Context: an optimization exercise on an open-source flow, tuned for small area. The choices shown serve that exercise and are no tape-out recipe. In this exercise RTL edits were held to simulation tests only and were not proved equivalent to the original. Power and IR drop assume default switching activity.

$ cat flow/design.v
`timescale 1ns / 1ps
module object_renderer (
    input [9:0] x_n,
    input [9:0] y_n,
    input [9:0] player_x_n,
    input [9:0] player_y_n,
    input [9:0] player_ex_n,
    input [9:0] player_ey_n,
    input [9:0] px,
    input [9:0] py,
    input [9:0] ex,
    input [9:0] ey,
    input hid,
    output render,
    output overlap
);
    function lt_c;
        input [9:0] a_n;
        input [9:0] b;
        input cin;
        integer k;
        reg c;
        begin
            c = cin;
            for (k = 0; k < 10; k = k + 1)
                c = (a_n[k] & b[k]) | (a_n[k] & c) | (b[k] & c);
            lt_c = c;
        end
    endfunction
    assign render = !hid && !lt_c(x_n, px, 1'b0) && lt_c(x_n, ex, 1'b0) &&
                    !lt_c(y_n, py, 1'b0) && lt_c(y_n, ey, 1'b0);
    assign overlap = !hid && lt_c(player_x_n, ex, 1'b0) && !lt_c(player_ex_n, px, 1'b1) &&
                     lt_c(player_y_n, ey, 1'b0) && !lt_c(player_ey_n, py, 1'b1);
endmodule
`timescale 1ns / 1ps
module object_position_controller (
    input clk,
    input rst,
    input tick,
    input pulse,
    input load,
    input [2:0] dir_in,
    input [9:0] px_in,
    input [9:0] py_in,
    input [9:0] ex_in,
    input [9:0] ey_in,
    input [4:0] speed_in,
    input [7:0] time_in,
    input [1:0] trig_mode,
    input [9:0] wx1_in,
    input [9:0] wy1_in,
    input [9:0] wx2_in,
    input [9:0] wy2_in,
    output [9:0] px,
    output [9:0] py,
    output [9:0] ex,
    output [9:0] ey,
    output reg hid,
    output reg free
);
    reg [12:0] pos_x, pos_y;
    reg [9:0] ex_r, ey_r;
    reg [2:0] dir;
    reg [4:0] speed;
    reg [9:0] wx1_n, wy1_n, wx2_n, wy2_n;
    reg [7:0] master;
    reg [7:0] cnt;
    reg [6:0] cs;       
    reg fo, um, sm;
    function lt_c;
        input [9:0] a_n;
        input [9:0] b;
        input cin;
        integer k;
        reg c;
        begin
            c = cin;
            for (k = 0; k < 10; k = k + 1)
                c = (a_n[k] & b[k]) | (a_n[k] & c) | (b[k] & c);
            lt_c = c;
        end
    endfunction
    function [22:0] step;
        input [12:0] p;
        input [9:0] e;
        input [4:0] s;
        input sub;
        integer k;
        reg c, c3;
        reg [12:0] b;
        begin
            b = {{8{sub}}, s ^ {5{sub}}};
            c = sub;
            for (k = 0; k < 13; k = k + 1) begin
                step[k] = p[k] ^ b[k] ^ c;
                c = (p[k] & b[k]) | (p[k] & c) | (b[k] & c);
                if (k == 2) c3 = c;
            end
            c = c3;
            for (k = 3; k < 13; k = k + 1) begin
                step[k+10] = e[k-3] ^ b[k] ^ c;
                c = (e[k-3] & b[k]) | (e[k-3] & c) | (b[k] & c);
            end
        end
    endfunction
    wire x_add = (dir == 3'd1) || (dir == 3'd2) || (dir == 3'd3);
    wire x_sub = dir[2] && (dir != 3'd4);
    wire y_add = (dir == 3'd3) || (dir == 3'd4) || (dir == 3'd5);
    wire y_sub = (dir == 3'd0) || (dir == 3'd1) || (dir == 3'd7);
    assign px = pos_x[12:3];
    assign py = pos_y[12:3];
    assign ex = ex_r;
    assign ey = ey_r;
    wire [22:0] step_x = step(pos_x, ex_r, speed, x_sub);
    wire [22:0] step_y = step(pos_y, ey_r, speed, y_sub);
    wire run = !rst && !load && !free;
    wire act = run && !um;
    wire gt_x2 = lt_c(wx2_n, px, |pos_x[2:0]);     
    wire gt_y2 = lt_c(wy2_n, py, |pos_y[2:0]);
    wire lt_x1 = !lt_c(wx1_n, ex, 1'b1);           
    wire lt_y1 = !lt_c(wy1_n, ey, 1'b1);
    wire off_screen = (pos_x[12] && (pos_x[11] || (pos_x[10] && |pos_x[9:0]))) ||
                      pos_y[12] || (&pos_y[11:8] && |pos_y[7:0]);
    wire rule_hit = (trig_mode == 2'd2) ? off_screen :
                    (trig_mode == 2'd1) ? (gt_x2 || lt_x1 || gt_y2 || lt_y1) : 1'b0;
    wire mv = act && pulse;
    always @(posedge clk) begin
        if (load) begin
            pos_x <= {px_in, 3'b000};
            pos_y <= {py_in, 3'b000};
            ex_r <= ex_in;
            ey_r <= ey_in;
        end else begin
            if (mv && (x_add || x_sub))
                {ex_r, pos_x} <= step_x;
            if (mv && (y_add || y_sub))
                {ey_r, pos_y} <= step_y;
        end
        if (load) begin
            dir <= dir_in; speed <= speed_in;
            wx1_n <= ~wx1_in; wy1_n <= ~wy1_in; wx2_n <= ~wx2_in; wy2_n <= ~wy2_in;
            master <= time_in;
        end
    end
    always @(posedge clk) begin
        if (rst) begin
            free <= 1'b1;
            hid <= 1'b1;
            sm <= 1'b0;
        end else if (load) begin
            free <= 1'b0;
            hid <= 1'b0;
            sm <= 1'b0;
        end else if (free) begin
            hid <= 1'b1;
            sm <= 1'b1;
        end else if (um) begin
            sm <= 1'b1;
        end else if (rule_hit || (pulse && fo)) begin
            free <= 1'b1;
        end
    end
    wire cs_wrap = (cs == 7'd22);
    wire [6:0] cs_next = {cs[5:0], ~(cs[6] ^ cs[5])};
    always @(posedge clk) if (tick) begin
        um <= !sm;
        if (!sm) begin
            fo <= 1'b0;
            cnt <= master;
            if (rst) cs <= 7'd0;
        end else if (free) begin
            fo <= 1'b0;
            cnt <= 8'd255;
            cs <= 7'd0;
        end else begin
            fo <= (cnt == 8'd0) || (fo && !rst);
            cs <= cs_wrap ? 7'd0 : cs_next;
            if (cs_wrap && cnt != 8'd0)
                cnt <= cnt - 8'd1;
            else if (rst)
                cnt <= 8'd255;
        end
    end
endmodule
`timescale 1ns / 1ps
module multi_object_trigger_runtime #(
    parameter integer OBJECT_AMOUNT = 16
) (
    input centi_second_tick,
    input object_control_level,
    input clk_calculation,
    input reset,
    input [9:0] x,
    input [9:0] y,
    input [2:0] object_movement_direction,
    input [9:0] object_pos_x,
    input [9:0] object_pos_y,
    input [9:0] object_w,
    input [9:0] object_h,
    input [4:0] object_speed,
    input [7:0] object_destroy_time,
    input [1:0] object_destroy_trigger,
    input [9:0] player_pos_x,
    input [9:0] player_pos_y,
    input [9:0] player_w,
    input [9:0] player_h,
    input  [9:0]  display_pos_x1,
    input  [9:0]  display_pos_y1,
    input  [9:0]  display_pos_x2,
    input  [9:0]  display_pos_y2,
    input sync_object_position,
    input is_reset_stage,
    output reg update_object_position,
    output wire object_signal,
    output reg is_trigger_player
);
    genvar i;
    integer it;
    wire rst = reset || is_reset_stage;
    reg get_iter;
    reg [3:0] iter;
    reg [OBJECT_AMOUNT-1:0] ready;
    reg loading;
    reg loaded;      
    wire [OBJECT_AMOUNT-1:0] free_i;
    wire [OBJECT_AMOUNT-1:0] hid_i;
    wire [OBJECT_AMOUNT-1:0] render_i;
    wire [OBJECT_AMOUNT-1:0] overlap_i;
    reg [3:0] hi_ready;
    always @(*) begin
        hi_ready = iter;
        for (it = 0; it < OBJECT_AMOUNT; it = it + 1)
            if (ready[it]) hi_ready = it;
    end
    always @(posedge clk_calculation) begin
        loaded <= !rst && loading;
        if (rst) begin
            update_object_position <= 1'b0;
            iter <= 4'd0;
            get_iter <= 1'b0;
            loading <= 1'b0;
            ready <= {OBJECT_AMOUNT{1'b1}};
        end else if (!sync_object_position) begin
            if (!get_iter) begin
                iter <= hi_ready;
                get_iter <= 1'b1;
            end else begin
                ready[iter] <= 1'b0;
                loading <= 1'b1;
                if (loaded) begin
                    loading <= 1'b0;
                    update_object_position <= 1'b1;
                    get_iter <= 1'b0;
                end
            end
        end else begin
            update_object_position <= 1'b0;
            get_iter <= 1'b0;
            loading <= 1'b0;
            ready <= ready | free_i;
        end
    end
    reg lvl_1, lvl_2;
    always @(posedge clk_calculation) begin
        lvl_1 <= object_control_level;
        lvl_2 <= lvl_1;
    end
    wire pulse = lvl_1 & ~lvl_2;
    wire [9:0] spawn_ex = object_pos_x + object_w;
    wire [9:0] spawn_ey = object_pos_y + object_h;
    wire [9:0] player_ex = player_pos_x + player_w;
    wire [9:0] player_ey = player_pos_y + player_h;
    always @(posedge clk_calculation)
        is_trigger_player <= |overlap_i;
    assign object_signal = |render_i;
    generate
        for (i = 0; i < OBJECT_AMOUNT; i = i + 1) begin : OBJECTS
            wire [9:0] px, py, ex, ey;
            object_position_controller ctrl (
                .clk(clk_calculation),
                .rst(rst),
                .tick(centi_second_tick),
                .pulse(pulse),
                .load(!rst && loading && iter == i),
                .dir_in(object_movement_direction),
                .px_in(object_pos_x),
                .py_in(object_pos_y),
                .ex_in(spawn_ex),
                .ey_in(spawn_ey),
                .speed_in(object_speed),
                .time_in(object_destroy_time),
                .trig_mode(object_destroy_trigger),
                .wx1_in(display_pos_x1),
                .wy1_in(display_pos_y1),
                .wx2_in(display_pos_x2),
                .wy2_in(display_pos_y2),
                .px(px),
                .py(py),
                .ex(ex),
                .ey(ey),
                .hid(hid_i[i]),
                .free(free_i[i])
            );
            object_renderer rend (
                .x_n(~x),
                .y_n(~y),
                .player_x_n(~player_pos_x),
                .player_y_n(~player_pos_y),
                .player_ex_n(~player_ex),
                .player_ey_n(~player_ey),
                .px(px),
                .py(py),
                .ex(ex),
                .ey(ey),
                .hid(hid_i[i]),
                .render(render_i[i]),
                .overlap(overlap_i[i])
            );
        end
    endgenerate
endmodule
$ cat flow/config.mk
export PLATFORM = sky130hd
export DESIGN_NAME = multi_object_trigger_runtime
export DESIGN_NICKNAME = multi_object_trigger_runtime
export VERILOG_FILES = /design/flow/design.v
export SDC_FILE = /design/flow/constraint.sdc
export NUM_CORES = 4
export LEC_CHECK = 0
export CAP_MARGIN = 20
export CORE_MARGIN = 2
export CORE_UTILIZATION = 65
export PLACE_DENSITY = 0.72
export SLEW_MARGIN = 20
$ cat flow/run.sh
#!/bin/bash
# synth_recipe.tcl (not shown) runs the flow's synth.tcl, then flattens the netlist and writes it again
# the make line also repeats each setting of config.mk as NAME=value (left out here)
make -C /OpenROAD-flow-scripts/flow DESIGN_CONFIG=/design/flow/config.mk WORK_HOME=/design/flow/orfs CLKGATE_MAP_FILE= SYNTH_SCRIPT=/design/flow/synth_recipe.tcl finish
$ cat flow/constraint.sdc
create_clock -name core_clock -period 8.0 [get_ports {clk_calculation}]
set_input_delay 1.6000 -clock core_clock [delete_from_list [all_inputs] [get_ports {clk_calculation}]]
set_output_delay 1.6000 -clock core_clock [all_outputs]
set_load 0.01 [all_outputs]
==> flow_summary.ini, run 1 <==
[floorplan]
row_count = 156
die_area_um2 = 184000
die_w_um = 429
core_um2 = 180000
start_util = 0.652
chipHeight_um = 429
io_pins = 167

[synthesis]
synth.most_common_cell = edfxtp_1
synth_nets = 11513
synth_edf_count = 1808
netlist_instances = 10632
synth_top_cell_by_area = edfxtp_1
synth_area_um2 = 117000
synth_top_area_frac = 0.462
synth_area_leaders = edfxtp_1, fa_1, maj3_1, o21ai_0, a21oi_1
synth.avg_cell_area_um2 = 11.0
yosysWarnings = 3
async_flop_share = 0
yosysSeqAreaShare = 0.491
synth_common_cells = edfxtp_1, nand2_1, inv_1, nor2_1, o21ai_0
ys_ff_latch = 1979
ys.flop_type = edfxtp_1
ys_types = 87

[final_layout]
final_nets = 11680
area_growth_syn_to_layout_pct = 10.6
fillers = 12423
drive_gt1_frac = 0.0751
utilization = 0.721

[worst_setup_path]
regToRegSetupSlack_ps = 830
worst_setup_path_start_kind = primary input
path_cells = clkdlybuf4s50_1 > nand2_1 > o22ai_1 > a21oi_1 > maj3_1 > o2111ai_1 > nand4b_1 > o311ai_0 > nor4_2 > nand4_1 > or4_4 > clkdlybuf4s50_1
r2r_start = OBJECTS[8].ctrl.dir[1]$_DFFE_PP_
cpMaxStageDelayCell = clkdlybuf4s50_1
cp_max_fo = 5
slowest_delay_ps = 840
worst_setup_path_end_kind = output port
cpMostUsedCell = clkdlybuf4s50_1
worstReg2RegEnd = OBJECTS[8].ctrl.ey_r[9]$_DFFE_PP_
critPathKind = primary input to output port
path_buf_inv = 2
cp.arrival_ps = 6510
rr_worst_depth = 17
crit_family = simple AND/OR/NAND/NOR gates
cp.required_ps = 6400

[clock_network]
cts-root-buf = clkbuf_16
cts_tree = yes
clockBufferDepth = 3
htree_num_levels = 4
clkSlewWorstSetupHoldPaths_ps = 60
cts_sinks = 1979
numCtsBuffers = 202
worst_skew_pair.late_latency_ps = 910
postCtsHoldBufs = 0
post-cts-setup-buffer-count = 0

[sta]
finalSetupTns_ps = -114
max_freq_mhz = 123
setup_violations = 1
relSlewSlack = 0.151
slew_violations = 0
layout_min_cycle_time_ps = 8110
setup_ws_ps = -114
hold_viol = 0
rsz0062_at_grt = false
min_period_over_period = 1.01
worstMarginPinSlew_ps = 1270
skew_ps = 41.5

[global_routing]
grt-ovfl-total = 0
grt_max_degree = 74
grt_pass1_vias = 91274
antenna_found_initial = 26
grt_util_all_layers = 0.508
grt_pass1_wl_mm = 664

[drt]
drcViolationCount = 0
drt_iter0_markers = 18865
vias = 97490
antenna_left = 0
dr.pass1.iters = 14
avgViaCountPerCell = 7.29
totalWireLength_mm = 474
wl_per_cell_um = 35.4

[hold_path]
min_from = lvl_1$_DFF_P_
min_path_cells = 0
hp-class = flop to flop
worst_hold_path.endpoint = lvl_2$_DFF_P_

[power]
power.leakage_nw = 46.0
fin_total_pwr_mw = 23.2
power_density_nw_per_um2 = 179
irDropWorstVdd_mv = 0.262

[outcome]
status = failed layout checks
failed_checks = negative setup slack

[placed_design]
dp_hpwl_mm = 353
gp_congestion = 1.10
dpl_worst_slack_ps = -40.1
numPortBuffers = 166

[job]
maxCapViolations = 0
what timing repair did:
action,CTS,global route
endpoints found under the setup margin,1,1
endpoints found under the hold margin,0,0
resized for setup,1,4
registers in the layout (all words and copies together) (netlist names), 112 cells and up:
| signal | count |
|---|---|
| OBJECTS.ctrl.cnt | 128 |
| OBJECTS.ctrl.cs | 112 |
| OBJECTS.ctrl.ex_r | 160 |
| OBJECTS.ctrl.ey_r | 160 |
| OBJECTS.ctrl.master | 128 |
| OBJECTS.ctrl.pos_x | 208 |
| OBJECTS.ctrl.pos_y | 208 |
| OBJECTS.ctrl.wx1_n | 160 |
| OBJECTS.ctrl.wx2_n | 160 |
| OBJECTS.ctrl.wy1_n | 160 |
| OBJECTS.ctrl.wy2_n | 160 |
through the flow:
step,hold WS [ps],instances,instance area (um^2)
global placement,331,12962,123000
detailed placement,335,12963,123000
CTS,348,13345,130000
floorplan,324,10632,117000
finish,347,13371,130000
global route,367,13351,130000
report_power, final:
| part | internal (mW) | switching (mW) | total, mW | leakage, nW |
|---|---|---|---|---|
| logic | 0.528 | 1.53 | 2.06 | 25.0 |
| registers | 11.3 | 0.0831 | 11.4 | 17.7 |
| clock network | 5.43 | 4.37 | 9.80 | 3.25 |
| total | 17.2 | 5.99 | 23.2 | 46.0 |
layout make-up:
class                           instances  area, um^2  area share
Multi-Input combinational cell       7268       55000       0.423
Timing Repair Buffer                  504        4280      0.0329
Antenna cell                           24        60.1    0.000462
Clock buffer                          271        5450      0.0420
Inverter                              844        3200      0.0247
Tap cell                             2370        2970      0.0228
Clock inverter                        111        1220     0.00940
Sequential cell                      1979       57700       0.444
kinds of logic (layout without fill, tap and decap cells):
logic type | count (synthesis) | after routing | synth area share
muxes | 66 | 66 | 0.00582
other | 0 | 24 | 0
buffers and inverters | 1385 | 1730 | 0.0446
xor gates and xnor gates | 423 | 423 | 0.0315
DFF | 1979 | 1979 | 0.491
adders and majority gates | 1259 | 1259 | 0.164
AOI/OAI and AO/OA | 2924 | 2924 | 0.162
and+or+nand+nor | 2596 | 2596 | 0.101
worst max path at each step:
stage	cells after the start	end	startpoint
after detailed placement	14	object_signal	y[0]
after global placement	14	object_signal	y[0]
final	12	object_signal	y[6]
after floorplan	19	OBJECTS[13].ctrl.pos_y[12]$_DFFE_PP_	OBJECTS[13].ctrl.dir[1]$_DFFE_PP_
after global routing	15	object_signal	y[1]
after CTS	14	object_signal	y[0]
cell usage in the layout, fill, tap and decap left out, types with 74 or more instances in the layout:
cell / count
edfxtp_1: 1808
nand2_1: 887
inv_1: 814
nor2_1: 796
o21ai_0: 719
a21oi_1: 691
fa_1: 643
maj3_1: 518
buf_4: 327
xnor2_1: 232
o22ai_1: 209
clkbuf_16: 202
a22o_1: 176
nor3_1: 172
dfxtp_1: 171
xor2_1: 171
clkdlybuf4s50_1: 157
nand2b_1: 139
a221oi_1: 130
a31oi_1: 113
a211oi_1: 103
nand3_1: 98
and2_1: 85
nor2b_1: 85
o221ai_1: 81
o31ai_1: 74
per-layer routing:
layer	global-route usage	routed length, um
met1	0.656	161000
met2	0.682	187000
met3	0.239	85100
met4	0.329	40600
met5	0.0120	316
==> inputs of run 2 (changes only) <==
==> flow/flow/run.sh (new file) <==
#!/bin/bash
# Layout flow: the standard flow (standard.sh), with these changes:
#  - synthesis maps the logic with an area-oriented ABC script (flow/abc_area.script)
#    in place of ORFS's delay-oriented one; everything else in synthesis is the
#    standard script (synth_recipe.tcl + ORFS synth.tcl), so registers are unchanged;
#  - ports are buffered with buf_2 cells (instead of the slow clkdlybuf4s50 delay cells);
#  - clock tree synthesis uses clkbuf_4 clock buffers and no dummy loads.
# Each tool's output goes to logs in this folder (ORFS keeps its own under orfs/logs).
set -euo pipefail
W=$(pwd)
ABC="$W/flow/abc_area.script"

# ORFS synth.tcl with the ABC script swapped (abc_args is "-script <file> ...")
sed -e "s#^source \$::env(SCRIPTS_DIR)/synth_preamble.tcl\$#&\nset abc_args [lreplace \$abc_args 1 1 $ABC]#" \
    "$FLOW_HOME/scripts/synth.tcl" > "$W/synth_body.tcl"
grep -q 'lreplace $abc_args 1 1' "$W/synth_body.tcl"
# The standard flow's synthesis wrapper, sourcing that copy
sed -e "s#source \$::env(SCRIPTS_DIR)/synth.tcl#source $W/synth_body.tcl#" \
    "$W/synth_recipe.tcl" > "$W/own_synth.tcl"
grep -q "synth_body.tcl" "$W/own_synth.tcl"

CTS="-sink_clustering_enable -repair_clock_nets -dont_use_dummy_load -buf_list sky130_fd_sc_hd__clkbuf_4"
bash "$W/standard.sh" "SYNTH_SCRIPT=$W/own_synth.tcl" "CTS_ARGS=$CTS" \
    "BUFFER_PORTS_ARGS=-buffer_cell sky130_fd_sc_hd__buf_2" finish > "$W/standard.log" 2>&1
test -s "$W/out/final.def"
==> flow/flow/abc_area.script (new file) <==
strash
&get -n
&st
&dch -f
&nf -a -R 1000
&put
==> flow/standard.sh (new file) <==
#!/bin/bash
# synth_recipe.tcl (not shown) runs the flow's synth.tcl, then flattens the netlist and writes it again
# the make line also repeats each setting of config.mk as NAME=value (left out here)
make -C /OpenROAD-flow-scripts/flow DESIGN_CONFIG=/design/flow/config.mk WORK_HOME=/design/flow/orfs CLKGATE_MAP_FILE= SYNTH_SCRIPT=/design/flow/synth_recipe.tcl "${@:-finish}"
--- a/flow/config.mk
+++ b/flow/config.mk
@@ -11,2 +11,3 @@
 export PLACE_DENSITY = 0.72
+export SETUP_SLACK_MARGIN = 0.1
 export SLEW_MARGIN = 20
removed: flow/run.sh
==> flow_summary.ini, run 2 <==
[outcome]
status = timing/DRC/antenna clean

[clock_network]
cts-root-buf = clkbuf_4
htree_num_levels = 6
clkSlewWorstSetupHoldPaths_ps = 70
cts_sinks = 1979
numCtsBuffers = 547
clockBufferDepth = 4
worst_skew_pair.late_latency_ps = 1500
cts_tree = yes

[worst_setup_path]
worst_setup_path_start_kind = flop
critPathKind = flop to output port
cp.arrival_ps = 6340
cp_max_fo = 2
cp.required_ps = 6400
worst_setup_path_end_kind = output port

[sta]
skew_ps = 118
max_freq_mhz = 126
setup_violations = 0
rsz0062_at_grt = false
slew_violations = 0
setup_ws_ps = 62.9
worstMarginPinSlew_ps = 1300
hold_viol = 0
min_period_over_period = 0.992
relSlewSlack = 0.133
layout_min_cycle_time_ps = 7940

[final_layout]
largestRegisters = OBJECTS.ctrl.pos_x (208), OBJECTS.ctrl.pos_y (208)
area_growth_syn_to_layout_pct = 10.6
final_nets = 11026
fillers = 12134
drive_gt1_frac = 0.133
final_common_cell = edfxtp_1
final_cell_mix = edfxtp_1, maj3_1, clkinv_1, o21ai_0, a21oi_1

[floorplan]
die_area_um2 = 174000
die_w_um = 417
chipHeight_um = 417
start_util = 0.654
io_pins = 167
core_um2 = 169000
row_count = 151

[global_routing]
grt_pass1_wl_mm = 572
grt-ovfl-total = 0
grt_util_all_layers = 0.461
grt_max_degree = 96
grt_pass1_vias = 83754
antenna_found_initial = 22

[synthesis]
synth_edf_count = 1808
ys.flop_type = edfxtp_1
ys_types = 48
synth_common_cells = edfxtp_1, maj3_1, clkinv_1, o21ai_0, a21oi_1
yosysWarnings = 3
synth_area_leaders = edfxtp_1, fa_1, maj3_1, o21ai_0, dfxtp_1
synth_area_um2 = 111000
async_flop_share = 0
netlist_instances = 9105
yosysSeqAreaShare = 0.521
synth.avg_cell_area_um2 = 12.2
ys_ff_latch = 1979
synth_top_area_frac = 0.490
synth.most_common_cell = edfxtp_1
synth_top_cell_by_area = edfxtp_1
synth_nets = 9986

[drt]
totalWireLength_mm = 401
wl_per_cell_um = 32.4
avgViaCountPerCell = 7.00
dr.pass1.iters = 9
drcViolationCount = 0
vias = 86656
antenna_left = 0
drt_iter0_markers = 13296

[placed_design]
dp_hpwl_mm = 287
gp_congestion = 1.09
dpl_worst_slack_ps = -996
numPortBuffers = 166

[power]
power_density_nw_per_um2 = 168
power.leakage_nw = 40.6
irDropWorstVdd_mv = 0.178
fin_total_pwr_mw = 20.5

[hold_path]
hp-class = primary input to flop

[job]
maxCapViolations = 0
[run 2: cell count changes in the layout (fill, tap and decap cells not counted), moves of 202 or more]
cell / previous run / this run
inv_1: 814 / 0
clkinv_1: 41 / 824
clkbuf_4: 1 / 547
maj3_1: 518 / 855
nand2_1: 887 / 592
clkbuf_16: 202 / 0
[run 2: final cells by class]
class | count | area, um^2 | area share
multi-input cells | 6262 | 51000 | 0.416
clock buffers | 547 | 4110 | 0.0335
repair buffers | 491 | 3560 | 0.0291
well taps | 2218 | 2780 | 0.0227
inverters | 864 | 3300 | 0.0269
diodes | 15 | 37.5 | 0.000306
flip-flops and latches | 1979 | 57700 | 0.471
[run 2: logic make-up after synthesis]
family	share of synthesized area
AND/OR/NAND/NOR	0.0727
multiplexers	0.00289
flip-flops	0.521
AO/OA/AOI/OAI	0.130
adder cells (fa/ha/maj)	0.215
XOR/XNOR	0.0296
buffers and inverters	0.0293
[run 2: metrics by stage]
step	hold slack (ps)	instances	setup TNS [ps]	util	area, um^2
5_1_grt	279	12369	0	0.723	122000
2_1_floorplan	345	9105	0	-	111000
4_1_cts	258	12321	0	0.719	122000
3_3_place_gp	375	11740	-1060	0.691	117000
3_5_place_dp	373	11742	-996	0.691	117000
6_report	318	12376	0	0.724	122000
[run 2: timing repair]
item / in CTS / in global routing
setup endpoints to repair: 1 / 1
gates resized for setup: 129 / 171
hold buffers: 0 / 0
setup buffers: 32 / 40
pin swaps: 45 / 72
[run 2: metal layers]
layer / global-route usage / wire [um]
met5: 0.00445 / 318
met2: 0.652 / 168000
met3: 0.167 / 62500
met4: 0.293 / 31300
met1: 0.605 / 139000
[run 2: final timing paths]
kind	from	endpoint	slack, ps	cells after the start
worst max-delay path	OBJECTS[8].ctrl.pos_x[3]$_DFFE_PP_	object_signal	60	19
worst min-delay path	object_control_level	lvl_1$_DFF_P_	320	1
worst max register to register	OBJECTS[4].ctrl.dir[2]$_DFFE_PP_	OBJECTS[4].ctrl.ey_r[9]$_DFFE_PP_	720	18
worst min register to register	lvl_1$_DFF_P_	lvl_2$_DFF_P_	360	0
[run 2: critical path, stage by stage, from the launching register on]
cell and delay (ps):
edfxtp_1 460, nor2b_1 170, maj3_1 370, a21oi_2 130, a21oi_1 50, maj3_1 360, maj3_1 370, maj3_1 380
maj3_1 380, maj3_1 370, maj3_1 360, maj3_1 400, nor4_4 150, and2_4 230, a211oi_2 50, nor4b_4 170
buf_4 150, nand2_4 90, buf_6 120, buf_6 90
[run 2: report_power, final]
part           internal, mW  leakage [nW]  switching (mW)
logic                 0.557          20.1            1.41
clock network          3.12          2.52            4.07
registers              11.3          18.0          0.0742
total                  15.0          40.6            5.56

[what the ideal ports hide]
No port has a modelled driver above. Below, the same layouts with a new extraction and two added sets of constraints. Step 1: set_driving_cell puts a clkbuf_16 on clk_calculation and a buf_2 on each other input, an assumption about the parent block. Step 2 moves the port delays by t, midway between the first and last clock arrival at a register: inputs arrive t later, outputs are due t later. That takes back most of the time a late clock gives input paths. a / b / c = ideal / step 1 / step 2; a / b = the first two.
run	t, ns	setup slack, ns	worst register clock-pin slew, ns	pins driven straight from the clock port
run 1	0.991	-0.114 / -0.143 / -0.143	0.07 / 0.07	1
run 2	1.517	0.063 / -0.107 / -0.107	0.08 / 0.08	1
With both steps, setup timing fails in run 2, where it was met with ideal ports. For run 2, which loses most, drivers alone change the setup slack by -0.170 ns; drivers and shift together by -0.170 ns.
